From an optimization exercise on the open Yosys and OpenROAD flow, aimed at small area and a short achievable clock period; shortcuts taken in it are not production practice. At most, simulation tests tie the RTL to the original design; equivalence was not proved. The clock port is modelled as an ideal driver; clocking choices that lean on that would not hold on a real chip. Power is estimated from default activity; no workload was simulated.

## rev 12
// fifo
module fifo
#
(
	parameter		depth = 60,
	parameter		width = 8
)
(
	input				clk,
	input				rst_n,
	input				wr_en,
	input	[width-1:0]	data_in,
	input				rd_en,
	output	[width-1:0]	data_out,
	output				full,
	output				empty
);
==> flow/config.mk <==
export PLATFORM = sky130hd
export DESIGN_NAME = fifo
export DESIGN_NICKNAME = fifo
export VERILOG_FILES = /design/flow/design.v
export SDC_FILE = /design/flow/constraint.sdc
export NUM_CORES = 4
export LEC_CHECK = 0
export CAP_MARGIN = 20
export CORE_MARGIN = 2
export CORE_UTILIZATION = 65
export CTS_CLUSTER_DIAMETER = 60
export CTS_CLUSTER_SIZE = 30
export SETUP_SLACK_MARGIN = 1.5
export SLEW_MARGIN = 20
==> flow/constraint.sdc <==
create_clock -name core_clock -period 3.2 [get_ports {clk}]
set_input_delay 0.6400 -clock core_clock [delete_from_list [all_inputs] [get_ports {clk}]]
set_output_delay 0.6400 -clock core_clock [all_outputs]
set_load 0.01 [all_outputs]
standard.sh (not shown) runs the stock make flow with config.mk's settings and CLKGATE_MAP_FILE= SYNTH_SCRIPT=/design/flow/synth_recipe.tcl, a recipe that flattens the netlist after the stock synthesis.
==> flow/flow/run.sh <==
#!/bin/bash
set -euo pipefail
export POST_CTS_TCL="$PWD/flow/post_cts.tcl"
bash standard.sh > standard.log 2>&1
==> flow/flow/post_cts.tcl <==
set block [ord::get_db_block]
set removed 0
foreach inst [$block getInsts] {
  if {![string match "clkbuf_0_*" [$inst getName]]} { continue }
  set in_net ""
  set out_net ""
  foreach it [$inst getITerms] {
    if {[$it isInputSignal]} { set in_net [$it getNet] }
    if {[$it isOutputSignal]} { set out_net [$it getNet] }
  }
  if {$in_net eq "" || $out_net eq "" || [$in_net getName] ne "clk"} { continue }
  set loads {}
  foreach it [$out_net getITerms] {
    if {[$it getInst] ne $inst} { lappend loads $it }
  }
  set port_loads 0
  foreach it [$in_net getITerms] { incr port_loads }
  set after [expr {$port_loads - 1 + [llength $loads]}]
  if {$after > 4} {
    puts "post_cts: keeping [$inst getName]: the clock port would drive $after pins"
    continue
  }
  puts "post_cts: removing [$inst getName] ([[$inst getMaster] getName]); the clock port now drives $after pins"
  foreach it $loads {
    $it disconnect
    $it connect $in_net
  }
  foreach it [$inst getITerms] { $it disconnect }
  odb::dbInst_destroy $inst
  odb::dbNet_destroy $out_net
  incr removed
}
if {$removed} {
  estimate_parasitics -placement
  repair_timing_helper
  detailed_placement
  check_placement -verbose
  report_clock_latency
}
Input-level comparison between rev 13 and rev 12:
-- flow/design.v --
<<< rev 12, line 24
reg	[3:0]		wen;			 
reg	[3:0]		rb;				 
reg	[3:0]		n0, n1, n2, n3;	 
reg	[5:0]		count;			 
>>> rev 13, line 24
reg	[3:0]		wen;			 
reg	[3:0]		rb;				 
reg	[3:0]		pk;				 
reg	[3:0]		n0, n1, n2, n3;	 
reg	[5:0]		count;			 
<<< rev 12, line 120
wire			dn   = pop & ~push;		 
wire	[3:0]	wr_k = { 4{ wr_en}} & wen;		 
wire	[3:0]	rd_k = { 4{ pop}}  & rb;		 
wire	[3:0]	wb_n = push ? { wb[2:0], wb[3]} : wb;
wire	[3:0]	rb_n = pop  ? { rb[2:0], rb[3]} : rb;
>>> rev 13, line 121
wire			dn   = pop & ~push;		 
wire	[3:0]	wr_k = { 4{ wr_en}} & wen;		 
wire	[3:0]	rd_k = { 4{ rd_en}} & pk;		 
wire	[3:0]	wb_n = push ? { wb[2:0], wb[3]} : wb;
wire	[3:0]	rb_n = pop  ? { rb[2:0], rb[3]} : rb;
<<< rev 12, line 136
		wen      <= 4'b0001;
		rb       <= 4'b0001;
		n0       <= 4'd0;
		n1       <= 4'd0;
>>> rev 13, line 137
		wen      <= 4'b0001;
		rb       <= 4'b0001;
		pk       <= 4'b0000;
		n0       <= 4'd0;
		n1       <= 4'd0;
<<< rev 12, line 151
		wen      <= full_n ? 4'b0000 : wb_n;
		rb       <= rb_n;
		n0       <= n0_n;
		n1       <= n1_n;
>>> rev 13, line 153
		wen      <= full_n ? 4'b0000 : wb_n;
		rb       <= rb_n;
		pk       <= empty_n ? 4'b0000 : rb_n;
		n0       <= n0_n;
		n1       <= n1_n;
<<< rev 12, line 234
	end
endfunction
wire	[width-1:0]	rd0 = pick(flat0, l0, s0);
wire	[width-1:0]	rd1 = pick(flat1, l1, s1);
>>> rev 13, line 237
	end
endfunction
function [3:0] lo_k;
	input [1:0] b;
	input       up;
	input       dn;
	reg   [3:0] d;
	begin
		d = dec2(b);
		lo_k = (up & ~dn) ? { d[2:0], d[3]} : (dn & ~up) ? { d[0], d[3:1]} : d;
	end
endfunction
wire	[width-1:0]	rd0 = pick(flat0, l0, s0);
wire	[width-1:0]	rd1 = pick(flat1, l1, s1);
<<< rev 12, line 244
	s2      <= n2_n[3:2];
	s3      <= n3_n[3:2];
	l0      <= dec2(n0_n[1:0]);
	l1      <= dec2(n1_n[1:0]);
	l2      <= dec2(n2_n[1:0]);
	l3      <= dec2(n3_n[1:0]);
	bq0     <= rd0;
	bq1     <= rd1;
>>> rev 13, line 257
	s2      <= n2_n[3:2];
	s3      <= n3_n[3:2];
	l0      <= lo_k(n0[1:0], wr_k[0], rd_k[0]);
	l1      <= lo_k(n1[1:0], wr_k[1], rd_k[1]);
	l2      <= lo_k(n2[1:0], wr_k[2], rd_k[2]);
	l3      <= lo_k(n3[1:0], wr_k[3], rd_k[3]);
	bq0     <= rd0;
	bq1     <= rd1;
--- outcome ---
Rev 13 — routed wire length about 2% lower, rev 12 as reference
Measured against each other, rev 12 and rev 13 differ in ratio of cells with drive above 1 in the final layout, the higher figure coming from rev 12.
Flip-flop and latch count after synthesis on rev 13 is up relative to rev 12.
Rev 13 vs rev 12: internal portion of total power up
The lower global-route usage came out of rev 13.
Rev 13 vs. rev 12: fraction of the cycle the final worst path needs decreased by 1.5 points relative to the old numbers; buffer and inverter count on the worst path went up; post-synthesis average cell area went down; core outline area went up 170 µm².
No functional check of the RTL was part of any run of this note.

* * *

The RTL this note starts from:
==> flow/design.v <==
`timescale 1ns / 1ps
module fifo
#
(
	parameter		depth = 60,
	parameter		width = 8
)
(
	input				clk,
	input				rst_n,
	input				wr_en,
	input	[width-1:0]	data_in,
	input				rd_en,
	output	[width-1:0]	data_out,
	output				full,
	output				empty
);
localparam		rows = depth / 4;		 
reg	[width-1:0]	bank0	[rows-1:0];
reg	[width-1:0]	bank1	[rows-1:0];
reg	[width-1:0]	bank2	[rows-1:0];
reg	[width-1:0]	bank3	[rows-1:0];
reg	[1:0]		wbank;			 
reg	[1:0]		rbank;			 
reg	[3:0]		n0, n1, n2, n3;	 
reg				full_o;			 
reg				nempty_o;		 
reg				full_i;			 
reg				nempty;			 
reg	[3:0]		s0, s1, s2, s3;	 
reg	[1:0]		sn0, sn1, sn2, sn3;	 
reg	[width-1:0]	bq0, bq1, bq2, bq3;	 
reg	[width-1:0]	last_in;		 
reg				fresh;			 
reg	[3:0]		osel;			 
reg	[width-1:0]	rdata;
wire			push = wr_en & ~full_i;
wire			pop  = rd_en & nempty;
wire	[3:0]	wr_k = { 4{ push}} & (4'b0001 << wbank);	 
wire	[3:0]	rd_k = { 4{ pop}}  & (4'b0001 << rbank);	 
wire	[1:0]	wbank_n = push ? wbank + 2'd1 : wbank;
wire	[1:0]	rbank_n = pop  ? rbank + 2'd1 : rbank;
wire	[3:0]	one_k  = { (n3 == 4'd1) && (n0 == 4'd0), (n2 == 4'd1) && (n3 == 4'd0),
			   (n1 == 4'd1) && (n2 == 4'd0), (n0 == 4'd1) && (n1 == 4'd0)};
wire	[3:0]	most_k = { (n3 == rows-1) && (n0 == rows), (n2 == rows-1) && (n3 == rows),
			   (n1 == rows-1) && (n2 == rows), (n0 == rows-1) && (n1 == rows)};
wire			one  = one_k[rbank];
wire			most = most_k[wbank];
wire			empty_n = push ? 1'b0 : (pop ? one : ~nempty);
wire			full_n  = pop  ? 1'b0 : (push ? most : full_i);
wire			fresh_n = push & (~nempty | (pop & one));
function [3:0] count_k;
	input [3:0] n;
	input       up;
	input       dn;
	begin
		count_k = (up & ~dn) ? n + 4'd1 : (dn & ~up) ? n - 4'd1 : n;
	end
endfunction
wire	[3:0]	n0_n = count_k(n0, wr_k[0], rd_k[0]);
wire	[3:0]	n1_n = count_k(n1, wr_k[1], rd_k[1]);
wire	[3:0]	n2_n = count_k(n2, wr_k[2], rd_k[2]);
wire	[3:0]	n3_n = count_k(n3, wr_k[3], rd_k[3]);
always@(posedge clk or negedge rst_n)
begin
	if(!rst_n) begin
		wbank    <= 2'd0;
		rbank    <= 2'd0;
		n0       <= 4'd0;
		n1       <= 4'd0;
		n2       <= 4'd0;
		n3       <= 4'd0;
		full_o   <= 1'b0;
		nempty_o <= 1'b0;
		full_i   <= 1'b0;
		nempty   <= 1'b0;
	end else begin
		wbank    <= wbank_n;
		rbank    <= rbank_n;
		n0       <= n0_n;
		n1       <= n1_n;
		n2       <= n2_n;
		n3       <= n3_n;
		full_o   <= ~pop & (push ? most : full_o);
		nempty_o <= push | (pop ? ~one : nempty_o);
		full_i   <= full_n;
		nempty   <= ~empty_n;
	end
end
integer i;
always@(posedge clk)
begin
	if(wr_k[0]) begin
		for(i = rows-1; i > 0; i = i - 1)
			bank0[i] <= bank0[i-1];
		bank0[0] <= data_in;
	end
	if(wr_k[1]) begin
		for(i = rows-1; i > 0; i = i - 1)
			bank1[i] <= bank1[i-1];
		bank1[0] <= data_in;
	end
	if(wr_k[2]) begin
		for(i = rows-1; i > 0; i = i - 1)
			bank2[i] <= bank2[i-1];
		bank2[0] <= data_in;
	end
	if(wr_k[3]) begin
		for(i = rows-1; i > 0; i = i - 1)
			bank3[i] <= bank3[i-1];
		bank3[0] <= data_in;
	end
end
wire	[16*width-1:0]	flat0, flat1, flat2, flat3;
genvar g;
generate
	for(g = 0; g < 16; g = g + 1) begin : flat
		assign flat0[g*width +: width] = bank0[(g == 0) ? 0 : g-1];
		assign flat1[g*width +: width] = bank1[(g == 0) ? 0 : g-1];
		assign flat2[g*width +: width] = bank2[(g == 0) ? 0 : g-1];
		assign flat3[g*width +: width] = bank3[(g == 0) ? 0 : g-1];
	end
endgenerate
wire	[3:0]	t0 = { s0[3:2], ~sn0};
wire	[3:0]	t1 = { s1[3:2], ~sn1};
wire	[3:0]	t2 = { s2[3:2], ~sn2};
wire	[3:0]	t3 = { s3[3:2], ~sn3};
wire	[width-1:0]	rd0 = { flat0[t0*width+4 +: 4], flat0[s0*width +: 4]};
wire	[width-1:0]	rd1 = { flat1[t1*width+4 +: 4], flat1[s1*width +: 4]};
wire	[width-1:0]	rd2 = { flat2[t2*width+4 +: 4], flat2[s2*width +: 4]};
wire	[width-1:0]	rd3 = { flat3[t3*width+4 +: 4], flat3[s3*width +: 4]};
always@(posedge clk)
begin
	s0      <= n0_n;
	s1      <= n1_n;
	s2      <= n2_n;
	s3      <= n3_n;
	sn0     <= ~n0_n[1:0];
	sn1     <= ~n1_n[1:0];
	sn2     <= ~n2_n[1:0];
	sn3     <= ~n3_n[1:0];
	bq0     <= rd0;
	bq1     <= rd1;
	bq2     <= rd2;
	bq3     <= rd3;
	last_in <= data_in;
	fresh   <= fresh_n;
	osel    <= fresh_n ? 4'b0000 : (4'b0001 << rbank_n);
end
always@(posedge clk)
begin
	rdata <= ({ width{ fresh}} & last_in)
	       | ({ width{ osel[0]}} & bq0) | ({ width{ osel[1]}} & bq1)
	       | ({ width{ osel[2]}} & bq2) | ({ width{ osel[3]}} & bq3);
end
assign	data_out = rdata;
assign	empty    = ~nempty_o;
assign	full     = full_o;
endmodule
clock: 3.2 ns
lec_check: 0
cap_margin: 20
core_margin: 2
core_utilization: 65
cts_cluster_diameter: 80
cts_cluster_size: 24
setup_slack_margin: 1.5
slew_margin: 20
run.sh (not shown) runs the stock make flow with config.mk's settings and CLKGATE_MAP_FILE= SYNTH_SCRIPT=/design/flow/synth_recipe.tcl, a recipe that flattens the netlist after the stock synthesis.
Stock flow here: none of the scripts above is used.
The starting point completed without violations.
Next try:
--- a/flow/design.v
+++ b/flow/design.v
@@ -47,16 +47,62 @@
 wire			one  = one_k[rbank];
 wire			most = most_k[wbank];
 wire			empty_n = push ? 1'b0 : (pop ? one : ~nempty);
 wire			full_n  = pop  ? 1'b0 : (push ? most : full_i);
 wire			fresh_n = push & (~nempty | (pop & one));
+function [3:0] inc4;
+	input [3:0] n;
+	begin
+		case(n)
+		4'd0: inc4 = 4'd1;
+		4'd1: inc4 = 4'd2;
+		4'd2: inc4 = 4'd3;
+		4'd3: inc4 = 4'd4;
+		4'd4: inc4 = 4'd5;
+		4'd5: inc4 = 4'd6;
+		4'd6: inc4 = 4'd7;
+		4'd7: inc4 = 4'd8;
+		4'd8: inc4 = 4'd9;
+		4'd9: inc4 = 4'd10;
+		4'd10: inc4 = 4'd11;
+		4'd11: inc4 = 4'd12;
+		4'd12: inc4 = 4'd13;
+		4'd13: inc4 = 4'd14;
+		4'd14: inc4 = 4'd15;
+		4'd15: inc4 = 4'd0;
+		endcase
+	end
+endfunction
+function [3:0] dec4;
+	input [3:0] n;
+	begin
+		case(n)
+		4'd0: dec4 = 4'd15;
+		4'd1: dec4 = 4'd0;
+		4'd2: dec4 = 4'd1;
+		4'd3: dec4 = 4'd2;
+		4'd4: dec4 = 4'd3;
+		4'd5: dec4 = 4'd4;
+		4'd6: dec4 = 4'd5;
+		4'd7: dec4 = 4'd6;
+		4'd8: dec4 = 4'd7;
+		4'd9: dec4 = 4'd8;
+		4'd10: dec4 = 4'd9;
+		4'd11: dec4 = 4'd10;
+		4'd12: dec4 = 4'd11;
+		4'd13: dec4 = 4'd12;
+		4'd14: dec4 = 4'd13;
+		4'd15: dec4 = 4'd14;
+		endcase
+	end
+endfunction
 function [3:0] count_k;
 	input [3:0] n;
 	input       up;
 	input       dn;
 	begin
-		count_k = (up & ~dn) ? n + 4'd1 : (dn & ~up) ? n - 4'd1 : n;
+		count_k = (up & ~dn) ? inc4(n) : (dn & ~up) ? dec4(n) : n;
 	end
 endfunction
 wire	[3:0]	n0_n = count_k(n0, wr_k[0], rd_k[0]);
 wire	[3:0]	n1_n = count_k(n1, wr_k[1], rd_k[1]);
 wire	[3:0]	n2_n = count_k(n2, wr_k[2], rd_k[2]);
After rerunning: The changed run went through all stages and came out clean; clock power barely changes; total power rises by 0.96%; utilization grows by 0.37 points; wire length grows by 0.85%; synthesized area barely changes; final cell count is lower by 0.83%; via count is lower by 2.5%; design area grows by 0.51%; setup slack is worse by 0.0072 ns; maximum frequency drops by 0.40%; non-clock buffer count rose by 15; die area hardly moves.
The RTL of the first run of this note was laid out without a check of its function.

* * *

## main
Another version of the RTL of fifo (not shown whole).
Size: roughly 590 flip-flops, roughly 22 I/O pins, roughly 22,000 um^2 of cells after synthesis.
Settings: LEC_CHECK=0, CAP_MARGIN=20, CORE_MARGIN=2, CORE_UTILIZATION=65, CTS_CLUSTER_DIAMETER=60, CTS_CLUSTER_SIZE=30, SETUP_SLACK_MARGIN=1.5, SLEW_MARGIN=20; clock period 3.2 ns.
standard.sh (not shown) runs the stock make flow with config.mk's settings and CLKGATE_MAP_FILE= SYNTH_SCRIPT=/design/flow/synth_recipe.tcl, a recipe that flattens the netlist after the stock synthesis.
Scripts as last shown in full above: flow/flow/run.sh, flow/flow/post_cts.tcl
Edits applied to the flow inputs when going from main to the feature branch:
-- flow/design.v --
<<< main, line 21
reg	[width-1:0]	bank2	[rows-1:0];
reg	[width-1:0]	bank3	[rows-1:0];
reg	[1:0]		wbank;			 
reg	[1:0]		rbank;			 
reg	[3:0]		wen;			 
reg	[3:0]		n0, n1, n2, n3;	 
reg				full_o;			 
>>> the feature branch, line 21
reg	[width-1:0]	bank2	[rows-1:0];
reg	[width-1:0]	bank3	[rows-1:0];
reg	[3:0]		wb;				 
reg	[3:0]		rb;				 
reg	[3:0]		n0, n1, n2, n3;	 
reg				full_o;			 
<<< main, line 36
reg	[3:0]		osel;			 
reg	[width-1:0]	rdata;
function [1:0] inc2;
	input [1:0] b;
	begin
		case(b)
		2'd0: inc2 = 2'd1;
		2'd1: inc2 = 2'd2;
		2'd2: inc2 = 2'd3;
		2'd3: inc2 = 2'd0;
		endcase
	end
endfunction
function [3:0] onehot;
	input [1:0] b;
	begin
		case(b)
		2'd0: onehot = 4'b0001;
		2'd1: onehot = 4'b0010;
		2'd2: onehot = 4'b0100;
		2'd3: onehot = 4'b1000;
		endcase
	end
endfunction
wire			push = wr_en & ~full_i;
wire			pop  = rd_en & nempty;
wire	[3:0]	wr_k = { 4{ wr_en}} & wen;			 
wire	[3:0]	rd_k = { 4{ pop}}  & onehot(rbank);	 
wire	[1:0]	wbank_n = push ? inc2(wbank) : wbank;
wire	[1:0]	rbank_n = pop  ? inc2(rbank) : rbank;
wire	[3:0]	one_k  = { (n3 == 4'd1) && (n0 == 4'd0), (n2 == 4'd1) && (n3 == 4'd0),
			   (n1 == 4'd1) && (n2 == 4'd0), (n0 == 4'd1) && (n1 == 4'd0)};
wire	[3:0]	most_k = { (n3 == rows-1) && (n0 == rows), (n2 == rows-1) && (n3 == rows),
			   (n1 == rows-1) && (n2 == rows), (n0 == rows-1) && (n1 == rows)};
wire			one  = one_k[rbank];
wire			most = most_k[wbank];
wire			empty_n = push ? 1'b0 : (pop ? one : ~nempty);
wire			full_n  = pop  ? 1'b0 : (push ? most : full_i);
>>> the feature branch, line 35
reg	[3:0]		osel;			 
reg	[width-1:0]	rdata;
wire			push = wr_en & ~full_i;
wire			pop  = rd_en & nempty;
wire	[3:0]	wr_k = { 4{ push}} & wb;		 
wire	[3:0]	rd_k = { 4{ pop}}  & rb;		 
wire	[3:0]	wb_n = push ? { wb[2:0], wb[3]} : wb;
wire	[3:0]	rb_n = pop  ? { rb[2:0], rb[3]} : rb;
wire	[3:0]	one_k  = { (n3 == 4'd1) && (n0 == 4'd0), (n2 == 4'd1) && (n3 == 4'd0),
			   (n1 == 4'd1) && (n2 == 4'd0), (n0 == 4'd1) && (n1 == 4'd0)};
wire	[3:0]	most_k = { (n3 == rows-1) && (n0 == rows), (n2 == rows-1) && (n3 == rows),
			   (n1 == rows-1) && (n2 == rows), (n0 == rows-1) && (n1 == rows)};
wire			one  = |(one_k & rb);
wire			most = |(most_k & wb);
wire			empty_n = push ? 1'b0 : (pop ? one : ~nempty);
wire			full_n  = pop  ? 1'b0 : (push ? most : full_i);
<<< main, line 134
begin
	if(!rst_n) begin
		wbank    <= 2'd0;
		rbank    <= 2'd0;
		wen      <= 4'b0001;
		n0       <= 4'd0;
		n1       <= 4'd0;
>>> the feature branch, line 111
begin
	if(!rst_n) begin
		wb       <= 4'b0001;
		rb       <= 4'b0001;
		n0       <= 4'd0;
		n1       <= 4'd0;
<<< main, line 146
		nempty   <= 1'b0;
	end else begin
		wbank    <= wbank_n;
		rbank    <= rbank_n;
		wen      <= full_n ? 4'b0000 : onehot(wbank_n);
		n0       <= n0_n;
		n1       <= n1_n;
>>> the feature branch, line 122
		nempty   <= 1'b0;
	end else begin
		wb       <= wb_n;
		rb       <= rb_n;
		n0       <= n0_n;
		n1       <= n1_n;
<<< main, line 217
	last_in <= data_in;
	fresh   <= fresh_n;
	osel    <= fresh_n ? 4'b0000 : onehot(rbank_n);
end
always@(posedge clk)
>>> the feature branch, line 192
	last_in <= data_in;
	fresh   <= fresh_n;
	osel    <= fresh_n ? 4'b0000 : rb_n;
end
always@(posedge clk)
## What came out
- Slowest cell on the critical path = sky130_fd_sc_hd__mux4_2: the feature branch; slowest cell on the critical path = sky130_fd_sc_hd__or4_4: main
- The number of non-filler instances in the completed layout on main is in line with that on the feature branch.
- Comparing portion of the clock cycle consumed by the worst path in the final layout for the feature branch and main, the bigger number came from main.
- Cell count after synthesis: the feature branch < main
- main -> the feature branch: worst hold slack flat
- Comparing the feature branch against main, there is no change at all in fraction of synthesis flops using an asynchronous set or reset pin.
- Delta (the feature branch minus main): leakage component of the power has remained practically unchanged, core footprint has remained practically unchanged, post-route minimum period has decreased.
- Compared to main, the feature branch has worst IR drop on VDD about 19% lower.
- Per the comparison of the feature branch with main, minimum setup slack in the final design higher, register fraction of the total cell area higher, die area lower, detail-routed net length per standard cell roughly the same.
No functional check of the RTL was part of any run of this note.

[afterwards: timing with drivers on the ports]
How much do the figures lean on ideal ports? The routed layouts below were timed once more, with nothing changed but the port constraints. Step 1, drivers: a clkbuf_16 drives clk and a buf_2 each remaining input, both assumed. Step 2 moves the port delays by t, midway between the first and last clock arrival at a register: inputs arrive t later, outputs are due t later. That takes back most of the time a late clock gives input paths. Slacks: ideal ports / drivers / drivers and shift; pairs: ideal ports / drivers.
run | t, ns | setup slack, ns | slew at the worst register clock pin (ns)
rev 12 | 0.470 | 1.477 / 1.477 / 1.087 | 0.11 / 0.11
rev 13 | 0.468 | 1.525 / 1.475 / 1.121 | 0.10 / 0.10
the first run of note 2 | 0.621 | 1.405 / 1.354 / 0.937 | 0.10 / 0.10
the second run of note 2 | 0.630 | 1.398 / 1.343 / 0.991 | 0.10 / 0.10
main | 0.471 | 1.460 / 1.460 / 1.075 | 0.10 / 0.10
the feature branch | 0.460 | 1.484 / 1.484 / 1.071 | 0.10 / 0.10
After both steps every run listed still meets setup and hold. For the first run of note 2, which loses most, drivers alone change the setup slack by -0.051 ns; drivers and shift together by -0.468 ns.
